From an optimization exercise on the open Yosys and OpenROAD flow, aimed at small area and a short achievable clock period; shortcuts taken in it are not production practice.
At most, simulation tests tie the RTL to the original design; equivalence was not proved.

==> run a <==
// CS
module CS(Y, X, reset, clk);
input clk, reset;
input  [7:0] X;
output [9:0] Y;
reg [11:0] v [0:8];      
reg [8:0]  vld;          
reg [11:0] S;            
reg [8:0]  sel;          
reg [80:0] c;            
integer i, j;
wire [7:0]  u8 = (v[8][7:0] * 8'd57) & {8{vld[8]}};
wire [11:0] P  = S - {4'd0, u8};           
wire [11:0] Sn, vx;
wire [8:0]  seln;
wire [8:1]  cn0;
CS_next u_next (
    .X(X), .P(P),
    .v0(v[0]), .v1(v[1]), .v2(v[2]), .v3(v[3]), .v4(v[4]), .v5(v[5]), .v6(v[6]), .v7(v[7]),
    .vld({vld[7:0], ~reset}), .c(c), .Sn(Sn), .vx(vx), .cn0(cn0), .seln(seln));
always @(posedge clk or posedge reset) begin
    if (reset) begin
        vld <= 9'd0;
        S   <= 12'd0;
    end else begin
        vld <= {vld[7:0], 1'b1};
        S   <= Sn;
    end
end
always @(posedge clk) begin
    v[0] <= vx;
    for (i = 0; i < 8; i = i + 1) v[i+1] <= v[i];
    sel <= seln;
    c[8:0] <= {cn0, 1'b0};
    for (i = 1; i < 9; i = i + 1)
        for (j = 0; j < 9; j = j + 1)
            if (j > i) c[i*9+j] <= c[(i-1)*9+j-1];
            else       c[i*9+j] <= 1'b0;
end
CS_out u_out (
    .S(S), .sel(sel),
    .v0(v[0]), .v1(v[1]), .v2(v[2]), .v3(v[3]), .v4(v[4]), .v5(v[5]), .v6(v[6]), .v7(v[7]), .v8(v[8]),
    .Y(Y));
endmodule
Settings: LEC_CHECK=0, CAP_MARGIN=20, CORE_MARGIN=2, CORE_UTILIZATION=40, CTS_BUF_LIST=sky130_fd_sc_hd__clkbuf_8, CTS_CLUSTER_DIAMETER=100, CTS_CLUSTER_SIZE=20, SLEW_MARGIN=20, TNS_END_PERCENT=5; clock period 20.0 ns.
standard.sh (not shown) runs the stock make flow with config.mk's settings and CLKGATE_MAP_FILE= SYNTH_SCRIPT=/design/flow/synth_recipe.tcl, a recipe that flattens the netlist after the stock synthesis.
==> flow/flow/run.sh <==
#!/bin/bash
# The standard flow's own layout (standard.sh), with the synthesis of flow/my_synth.tcl: no
# adder-cell extraction before abc; abc maps the logic between X and the next
# window (module CS_next) and between the registers and Y (module CS_out) with
# flow/abc_fast.script and the rest with flow/abc.script; then the design is
# flattened as in the standard flow's synthesis.
# Ports are buffered with buf_2 cells instead of the delay buffers buffer_ports picks.
# The resizer's timing repair aims for 12.3 ns of setup slack (a 7.7 ns period).
set -euo pipefail
here=$(pwd)
export ABC_SCRIPT_FILE=$here/flow/abc.script
export ABC_FAST_SCRIPT_FILE=$here/flow/abc_fast.script
export FAST_MODULES="CS_next CS_out"
bash standard.sh SYNTH_SCRIPT=$here/flow/my_synth.tcl "SYNTH_KEEP_MODULES=CS_next CS_out" \
  "BUFFER_PORTS_ARGS=-buffer_cell sky130_fd_sc_hd__buf_2" \
  SETUP_SLACK_MARGIN=12.3 finish > standard.log 2>&1
==> flow/flow/abc.script <==
strash
ifraig
scorr
dc2
dretime
strash
&get -n
&dch -f
&nf {D}
&put
==> flow/flow/abc_fast.script <==
strash
dc2
&get -n
&dch
&nf
&put
topo
buffer -p
upsize -D 1800
dnsize -D 1800
==> flow/flow/my_synth.tcl <==
# The standard flow's synthesis (synth_recipe.tcl) with these changes: no full/half adder cells
# are extracted before abc; abc maps with flow/abc.script; and the modules named
# in FAST_MODULES (kept apart until then by SYNTH_KEEP_MODULES) are mapped by abc
# with flow/abc_fast.script. The design is flattened afterwards as the standard flow's is.
proc synth {args} { yosys synth -nofsm -noshare {*}$args }
proc extract_fa {args} { puts "extract_fa skipped" }
proc abc_with_script {args script} {
  set out {}
  set skip 0
  foreach a $args {
    if {$skip} { set skip 0; continue }
    if {$a eq "-script"} { lappend out -script $script; set skip 1; continue }
    lappend out $a
  }
  return $out
}
proc abc {args} {
  set fast {}
  if {[info exists ::env(FAST_MODULES)]} { set fast $::env(FAST_MODULES) }
  if {$fast ne ""} {
    set fa [abc_with_script $args $::env(ABC_FAST_SCRIPT_FILE)]
    puts "abc (fast): $fa $fast"
    yosys abc {*}$fa {*}$fast
    set na [abc_with_script $args $::env(ABC_SCRIPT_FILE)]
    puts "abc (rest): $na $::env(DESIGN_NAME)"
    yosys abc {*}$na $::env(DESIGN_NAME)
  } else {
    set na [abc_with_script $args $::env(ABC_SCRIPT_FILE)]
    yosys abc {*}$na
  }
}
source $::env(SCRIPTS_DIR)/synth.tcl
# left out here: clear keep_hierarchy, flatten, clean up, hide names made inside functions, write 1_2_yosys.v
==> run b: changes against run a <==
--- a/flow/flow/run.sh
+++ b/flow/flow/run.sh
@@ -7,3 +7,3 @@
 # Ports are buffered with buf_2 cells instead of the delay buffers buffer_ports picks.
-# The resizer's timing repair aims for 12.3 ns of setup slack (a 7.7 ns period).
+# The resizer's timing repair aims for 13.3 ns of setup slack (a 6.7 ns period).
 set -euo pipefail
@@ -15,2 +15,2 @@
   "BUFFER_PORTS_ARGS=-buffer_cell sky130_fd_sc_hd__buf_2" \
-  SETUP_SLACK_MARGIN=12.3 finish > standard.log 2>&1
+  SETUP_SLACK_MARGIN=13.3 finish > standard.log 2>&1
- TNS_END_PERCENT: 5 -> default
==> run c: changes against run a <==
--- a/flow/flow/run.sh
+++ b/flow/flow/run.sh
@@ -7,3 +7,3 @@
 # Ports are buffered with buf_2 cells instead of the delay buffers buffer_ports picks.
-# The resizer's timing repair aims for 12.3 ns of setup slack (a 7.7 ns period).
+# The resizer's timing repair aims for 12.8 ns of setup slack (a 7.2 ns period).
 set -euo pipefail
@@ -15,2 +15,2 @@
   "BUFFER_PORTS_ARGS=-buffer_cell sky130_fd_sc_hd__buf_2" \
-  SETUP_SLACK_MARGIN=12.3 finish > standard.log 2>&1
+  SETUP_SLACK_MARGIN=12.8 finish > standard.log 2>&1
- TNS_END_PERCENT: 5 -> default
==> run notes <==
| item | run a | run b | run c |
|---|---|---|---|
| Run status | timing/DRC/antenna clean | timing/DRC/antenna clean | timing/DRC/antenna clean |
| Met3 Wirelength | 2170 microns | 2510 microns | 2220 microns |
| Worst-case headroom to the max-slew limit | 0.230 | 0.423 | 0.219 |
| Number of antenna violations at the first check in global routing | 0 | 0 | 1 |
| Area of the multi-input gates | 4310 sq um | 5330 sq um | 4640 sq um |
| Sequential cell area | 3440 sq um | 3460 sq um | 3450 sq um |
| Global Route met3 Usage | 0.0476 | 0.0470 | 0.0524 |
| Maximum net fanout on the critical path | 12 | 7 | 12 |
| Largest stage delay, worst path | 460 ps | 400 ps | 440 ps |
| Cell count after placement | 1085 | 1082 | 1085 |
| Crit. Startpoint | sel[0] | sel[3] | sel[5] |
| Vias in the first global route | 6609 | 7162 | 6742 |
| Setup ws final | 12380 ps | 12820 ps | 12690 ps |
| Multi-input gate count | 577 | 582 | 578 |
| Via-per-instance ratio | 6.15 | 6.19 | 6.16 |
| Final clock-cell share | 0.0462 | 0.0374 | 0.0435 |
| Post-layout nets | 852 | 948 | 875 |

---

==> v39: inputs <==
CS, a different RTL version from the one above (not shown whole).
==> module CS, before the edit <==
module CS(Y, X, reset, clk);
input clk, reset;
input  [7:0] X;
output [9:0] Y;
reg [11:0] v [0:8];      
reg [11:0] S;            
reg [8:0]  sel;          
reg [80:0] c;            
integer i, j;
wire [7:0]  u8 = v[8][7:0] * 8'd57;
wire [11:0] P  = S - {4'd0, u8};           
wire [11:0] Sn = P + {4'd0, X};
wire [11:0] vx = {X, 3'b000} + {4'd0, X};  
reg [8:0] Fn;    
reg [8:0] cn0;   
reg [8:0] seln;
always @(*) begin
    Fn[0] = ({1'b0, X} <= P[11:3]);        
    for (i = 1; i < 9; i = i + 1) Fn[i] = (v[i-1] <= Sn);
    cn0[0] = 1'b0;
    for (j = 1; j < 9; j = j + 1) cn0[j] = (vx[11:3] > v[j-1][11:3]);
    for (i = 0; i < 9; i = i + 1) begin
        seln[i] = Fn[i];
        for (j = 0; j < 9; j = j + 1)
            if (j < i) begin
                if (j == 0) seln[i] = seln[i] & (~Fn[j] | ~cn0[i]);
                else        seln[i] = seln[i] & (~Fn[j] | ~c[(j-1)*9+i-1]);
            end else if (j > i) begin
                if (i == 0) seln[i] = seln[i] & (~Fn[j] | cn0[j]);
                else        seln[i] = seln[i] & (~Fn[j] | c[(i-1)*9+j-1]);
            end
    end
end
always @(posedge clk or posedge reset) begin
    if (reset) begin
        for (i = 0; i < 9; i = i + 1) v[i] <= 12'd0;
        S   <= 12'd0;
        sel <= 9'h100;
        c   <= 81'd0;
    end else begin
        v[0] <= vx;
        for (i = 0; i < 8; i = i + 1) v[i+1] <= v[i];
        S   <= Sn;
        sel <= seln;
        for (j = 1; j < 9; j = j + 1) c[j] <= cn0[j];
        for (i = 1; i < 9; i = i + 1)
            for (j = i + 1; j < 9; j = j + 1) c[i*9+j] <= c[(i-1)*9+j-1];
    end
end
reg [11:0] A9;
always @(*) begin
    A9 = 12'd0;
    for (i = 0; i < 9; i = i + 1) A9 = A9 | ({12{sel[i]}} & v[i]);
end
wire [12:0] T = {1'b0, S} + {1'b0, A9};
assign Y = T[12:3];
endmodule
make LEC_CHECK=0 CAP_MARGIN=20 CORE_MARGIN=2 CORE_UTILIZATION=40 SLEW_MARGIN=20 finish   # period 20.0 ns
run.sh (not shown) runs the stock make flow with config.mk's settings and CLKGATE_MAP_FILE= SYNTH_SCRIPT=/design/flow/synth_recipe.tcl, a recipe that flattens the netlist after the stock synthesis.
Stock flow here: none of the scripts above is used.
==> v31 (differences from v39) <==
==> flow/design.v (replaced) <==
`timescale 1ns/10ps
module CS(Y, X, reset, clk);
input clk, reset;
input  [7:0] X;
output [9:0] Y;
reg [11:0] v [0:8];      
reg [8:0]  vld;          
reg [11:0] S;            
reg [8:0]  sel;          
reg [80:0] c;            
integer i, j;
wire [7:0]  u8 = (v[8][7:0] * 8'd57) & {8{vld[8]}};
wire [11:0] P  = S - {4'd0, u8};           
wire [11:0] Sn, vx;
wire [8:0]  seln;
wire [8:1]  cn0;
CS_next u_next (
    .X(X), .P(P),
    .v0(v[0]), .v1(v[1]), .v2(v[2]), .v3(v[3]), .v4(v[4]), .v5(v[5]), .v6(v[6]), .v7(v[7]),
    .vld({vld[7:0], ~reset}), .c(c), .Sn(Sn), .vx(vx), .cn0(cn0), .seln(seln));
always @(posedge clk or posedge reset) begin
    if (reset) begin
        vld <= 9'd0;
        S   <= 12'd0;
    end else begin
        vld <= {vld[7:0], 1'b1};
        S   <= Sn;
    end
end
always @(posedge clk) begin
    v[0] <= vx;
    for (i = 0; i < 8; i = i + 1) v[i+1] <= v[i];
    sel <= seln;
    c[8:0] <= {cn0, 1'b0};
    for (i = 1; i < 9; i = i + 1)
        for (j = 0; j < 9; j = j + 1)
            if (j > i) c[i*9+j] <= c[(i-1)*9+j-1];
            else       c[i*9+j] <= 1'b0;
end
CS_out u_out (
    .S(S), .sel(sel),
    .v0(v[0]), .v1(v[1]), .v2(v[2]), .v3(v[3]), .v4(v[4]), .v5(v[5]), .v6(v[6]), .v7(v[7]), .v8(v[8]),
    .Y(Y));
endmodule
module CS_next(X, P, v0, v1, v2, v3, v4, v5, v6, v7, vld, c, Sn, vx, cn0, seln);
input  [7:0]  X;
input  [11:0] P;
input  [11:0] v0, v1, v2, v3, v4, v5, v6, v7;
input  [8:0]  vld;       
input  [80:0] c;
output [11:0] Sn, vx;
output [8:1]  cn0;
output reg [8:0] seln;
wire [11:0] v [0:7];
assign v[0] = v0; assign v[1] = v1; assign v[2] = v2; assign v[3] = v3;
assign v[4] = v4; assign v[5] = v5; assign v[6] = v6; assign v[7] = v7;
assign Sn = P + {4'd0, X};
assign vx = {1'b0, X, 3'b000} + {4'd0, X};    
reg [8:0] Fn;    
reg [8:0] cx;    
integer i, j;
assign cn0 = cx[8:1];
always @(*) begin
    Fn[0] = ({1'b0, X} <= P[11:3]) & vld[0];    
    for (i = 1; i < 9; i = i + 1) Fn[i] = (v[i-1] <= Sn) & vld[i];
    cx[0] = 1'b0;
    for (j = 1; j < 9; j = j + 1) cx[j] = (vx[11:3] > v[j-1][11:3]);
    for (i = 0; i < 9; i = i + 1) begin
        seln[i] = Fn[i];
        for (j = 0; j < 9; j = j + 1)
            if (j < i) begin
                if (j == 0) seln[i] = seln[i] & (~Fn[j] | ~cx[i]);
                else        seln[i] = seln[i] & (~Fn[j] | ~c[(j-1)*9+i-1]);
            end else if (j > i) begin
                if (i == 0) seln[i] = seln[i] & (~Fn[j] | cx[j]);
                else        seln[i] = seln[i] & (~Fn[j] | c[(i-1)*9+j-1]);
            end
    end
end
endmodule
module CS_out(S, sel, v0, v1, v2, v3, v4, v5, v6, v7, v8, Y);
input  [11:0] S;
input  [8:0]  sel;
input  [11:0] v0, v1, v2, v3, v4, v5, v6, v7, v8;
output [9:0]  Y;
wire [11:0] A9 = ({12{sel[0]}} & v0) | ({12{sel[1]}} & v1) | ({12{sel[2]}} & v2)
               | ({12{sel[3]}} & v3) | ({12{sel[4]}} & v4) | ({12{sel[5]}} & v5)
               | ({12{sel[6]}} & v6) | ({12{sel[7]}} & v7) | ({12{sel[8]}} & v8);
wire [12:0] T = {1'b0, S} + {1'b0, A9};
assign Y = T[12:3];
endmodule
==> flow/flow/run.sh (new file) <==
#!/bin/bash
# The standard flow's own layout (standard.sh), with the synthesis of flow/my_synth.tcl: no
# adder-cell extraction before abc; abc maps the logic between X and the next
# window (module CS_next) and between the registers and Y (module CS_out) with
# flow/abc_fast.script and the rest with flow/abc.script; then the design is
# flattened as in the standard flow's synthesis.
# Ports are buffered with buf_2 cells instead of the delay buffers buffer_ports picks.
# The resizer's timing repair aims for 12.5 ns of setup slack (a 7.5 ns period).
set -euo pipefail
here=$(pwd)
export ABC_SCRIPT_FILE=$here/flow/abc.script
export ABC_FAST_SCRIPT_FILE=$here/flow/abc_fast.script
export FAST_MODULES="CS_next CS_out"
bash standard.sh SYNTH_SCRIPT=$here/flow/my_synth.tcl "SYNTH_KEEP_MODULES=CS_next CS_out" \
  "BUFFER_PORTS_ARGS=-buffer_cell sky130_fd_sc_hd__buf_2" \
  SETUP_SLACK_MARGIN=12.5 finish > standard.log 2>&1
==> flow/flow/abc.script (new file) <==
strash
ifraig
scorr
dc2
dretime
strash
&get -n
&dch -f
&nf {D}
&put
==> flow/flow/abc_fast.script (new file) <==
strash
dc2
&get -n
&dch
&nf
&put
topo
buffer -p
upsize -D 1800
dnsize -D 1800
==> flow/flow/my_synth.tcl (new file) <==
# The standard flow's synthesis (synth_recipe.tcl) with these changes: no full/half adder cells
# are extracted before abc; abc maps with flow/abc.script; and the modules named
# in FAST_MODULES (kept apart until then by SYNTH_KEEP_MODULES) are mapped by abc
# with flow/abc_fast.script. The design is flattened afterwards as the standard flow's is.
proc synth {args} { yosys synth -nofsm -noshare {*}$args }
proc extract_fa {args} { puts "extract_fa skipped" }
proc abc_with_script {args script} {
  set out {}
  set skip 0
  foreach a $args {
    if {$skip} { set skip 0; continue }
    if {$a eq "-script"} { lappend out -script $script; set skip 1; continue }
    lappend out $a
  }
  return $out
}
proc abc {args} {
  set fast {}
  if {[info exists ::env(FAST_MODULES)]} { set fast $::env(FAST_MODULES) }
  if {$fast ne ""} {
    set fa [abc_with_script $args $::env(ABC_FAST_SCRIPT_FILE)]
    puts "abc (fast): $fa $fast"
    yosys abc {*}$fa {*}$fast
    set na [abc_with_script $args $::env(ABC_SCRIPT_FILE)]
    puts "abc (rest): $na $::env(DESIGN_NAME)"
    yosys abc {*}$na $::env(DESIGN_NAME)
  } else {
    set na [abc_with_script $args $::env(ABC_SCRIPT_FILE)]
    yosys abc {*}$na
  }
}
source $::env(SCRIPTS_DIR)/synth.tcl
# left out here: clear keep_hierarchy, flatten, clean up, hide names made inside functions, write 1_2_yosys.v
==> flow/standard.sh (new file) <==
#!/bin/bash
# synth_recipe.tcl (not shown) runs the flow's synth.tcl, then flattens the netlist and writes it again
# the make line also repeats each setting of config.mk as NAME=value (left out here)
make -C /OpenROAD-flow-scripts/flow DESIGN_CONFIG=/design/flow/config.mk WORK_HOME=/design/flow/orfs CLKGATE_MAP_FILE= SYNTH_SCRIPT=/design/flow/synth_recipe.tcl "${@:-finish}"
- CTS_BUF_LIST: not set -> sky130_fd_sc_hd__clkbuf_8
- CTS_CLUSTER_DIAMETER: not set -> 100
- CTS_CLUSTER_SIZE: not set -> 20
removed: flow/run.sh
==> v23 (differences from v39) <==
==> flow/design.v (replaced) <==
`timescale 1ns/10ps
module CS(Y, X, reset, clk);
input clk, reset;
input  [7:0] X;
output [9:0] Y;
reg [7:0] w [0:8];
reg [11:0] S;
integer i;
always @(posedge clk or posedge reset) begin
    if (reset) begin
        for (i = 0; i < 9; i = i + 1) w[i] <= 8'd0;
        S <= 12'd0;
    end else begin
        w[0] <= X;
        for (i = 0; i < 8; i = i + 1) w[i+1] <= w[i];
        S <= S + {4'd0, X} - {4'd0, w[8]};
    end
end
function [7:0] div9;
    input [11:0] s;
    reg [3:0] r;
    reg [4:0] t;
    integer b;
    begin
        r = s[11:8];
        for (b = 7; b >= 0; b = b - 1) begin
            t = {r, s[b]};
            div9[b] = (t >= 5'd9);
            r = div9[b] ? (t - 5'd9) : t[3:0];
        end
    end
endfunction
wire [7:0] avg = div9(S);
wire [8:0] f;
genvar g;
generate for (g = 0; g < 9; g = g + 1) begin : cmp
    assign f[g] = (w[g] <= avg);
end endgenerate
function [8:0] pick;  
    input [8:0] a, b;
    begin
        if (a[8] & (~b[8] | (a[7:0] >= b[7:0]))) pick = a;
        else pick = {b[8], b[7:0]};
    end
endfunction
wire [8:0] l1_0 = pick({f[0], w[0]}, {f[1], w[1]});
wire [8:0] l1_1 = pick({f[2], w[2]}, {f[3], w[3]});
wire [8:0] l1_2 = pick({f[4], w[4]}, {f[5], w[5]});
wire [8:0] l1_3 = pick({f[6], w[6]}, {f[7], w[7]});
wire [8:0] l2_0 = pick(l1_0, l1_1);
wire [8:0] l2_1 = pick(l1_2, l1_3);
wire [8:0] l3_0 = pick(l2_0, l2_1);
wire [8:0] l4_0 = pick(l3_0, {f[8], w[8]});
wire [7:0] A = l4_0[7:0];
wire [12:0] T = {1'b0, S} + {2'b0, A, 3'b0} + {5'b0, A};
assign Y = T[12:3];
endmodule
==> flow/flow/run.sh (new file) <==
#!/bin/bash
bash standard.sh > standard.log 2>&1
==> flow/standard.sh (new file) <==
#!/bin/bash
# synth_recipe.tcl (not shown) runs the flow's synth.tcl, then flattens the netlist and writes it again
# the make line also repeats each setting of config.mk as NAME=value (left out here)
make -C /OpenROAD-flow-scripts/flow DESIGN_CONFIG=/design/flow/config.mk WORK_HOME=/design/flow/orfs CLKGATE_MAP_FILE= SYNTH_SCRIPT=/design/flow/synth_recipe.tcl "${@:-finish}"
removed: flow/run.sh
==> comparison table <==
| quantity | v31 | v39 | v23 |
|---|---|---|---|
| Result of the run | timing/DRC/antenna clean | timing/DRC/antenna clean | timing/DRC/antenna clean |
| Starting density of the core | 0.410 | 0.407 | 0.410 |
| Clock latency reported for the late side of the worst-skew pair | 0.48 ns | 0.45 ns | 0.35 ns |
| Startpoint of the most critical register-to-register path | vld[8] | v[8][0] | S[3] |
| Clock Network Area Fraction | 0.0448 | 0.0468 | 0.0338 |
| Proportion of cell area occupied by registers | 0.379 | 0.304 | 0.223 |
| Die outline area | 21300 um^2 | 30700 um^2 | 22000 um^2 |
| Register clock-pin slew on the reported worst setup and hold paths | 0.10 ns | 0.07 ns | 0.07 ns |
| Worst setup path class | flip-flop to output pin | input port to flip-flop | flip-flop to output pin |
| CP startpoint kind | flip-flop | input port | flip-flop |
| Met2 Track Usage GR | 0.342 | 0.422 | 0.325 |
| Number of buffers other than clock buffers in the final layout | 45 | 29 | 43 |
| CP startpoint | sel[0] | X[0] | S[8] |
| Floorplan die height | 146 um | 175 um | 148 um |
| Arrival time of the worst setup path | 3.41 ns | 9.41 ns | 14.99 ns |
| Rows | 51 | 62 | 52 |
| Share of flip-flops with an asynchronous set or reset | - | 1.00 | 1.00 |
| Post-route clock skew | 0.0174 ns | 0.0138 ns | 0.00731 ns |
| Critical path buffers and inverters | 1 | 3 | 7 |
Only the layout flow was run in v23; the RTL was not checked for function there.

## re-timing with driven ports
How much do the figures lean on ideal ports? The routed layouts below were timed once more, with nothing changed but the port constraints.
Step 1 sets driving cells, clkbuf_16 on the clock port and buf_2 on the other inputs (assumed; they add their load-dependent delay and slew).
Step 2 adds t to the input delays and takes it off the output delays; t is the mean of the earliest and latest rising clock arrival at the registers after step 1. Input paths then give back, and output paths get back, about the clock's delay inside the block.
Three values: no drivers, after step 1, after step 2; two values: the first two.
run | shift t [ns] | slack for setup (ns) | worst setup path at the end
run a | 0.510 | 12.381 / 12.341 / 12.027 | input to register
run b | 0.524 | 12.818 / 12.775 / 12.591 | input to register
run c | 0.510 | 12.687 / 12.648 / 12.345 | input to register
v39 | 0.493 | 10.945 / 10.971 / 10.478 | input to register
v31 | 0.508 | 12.593 / 12.555 / 12.182 | input to register
v23 | 0.395 | 1.015 / 0.972 / 1.366 | register to output
After both steps every run listed still meets setup and hold. The setup slack of v39, which loses most, moves by +0.026 ns with the drivers and by -0.467 ns with both steps.
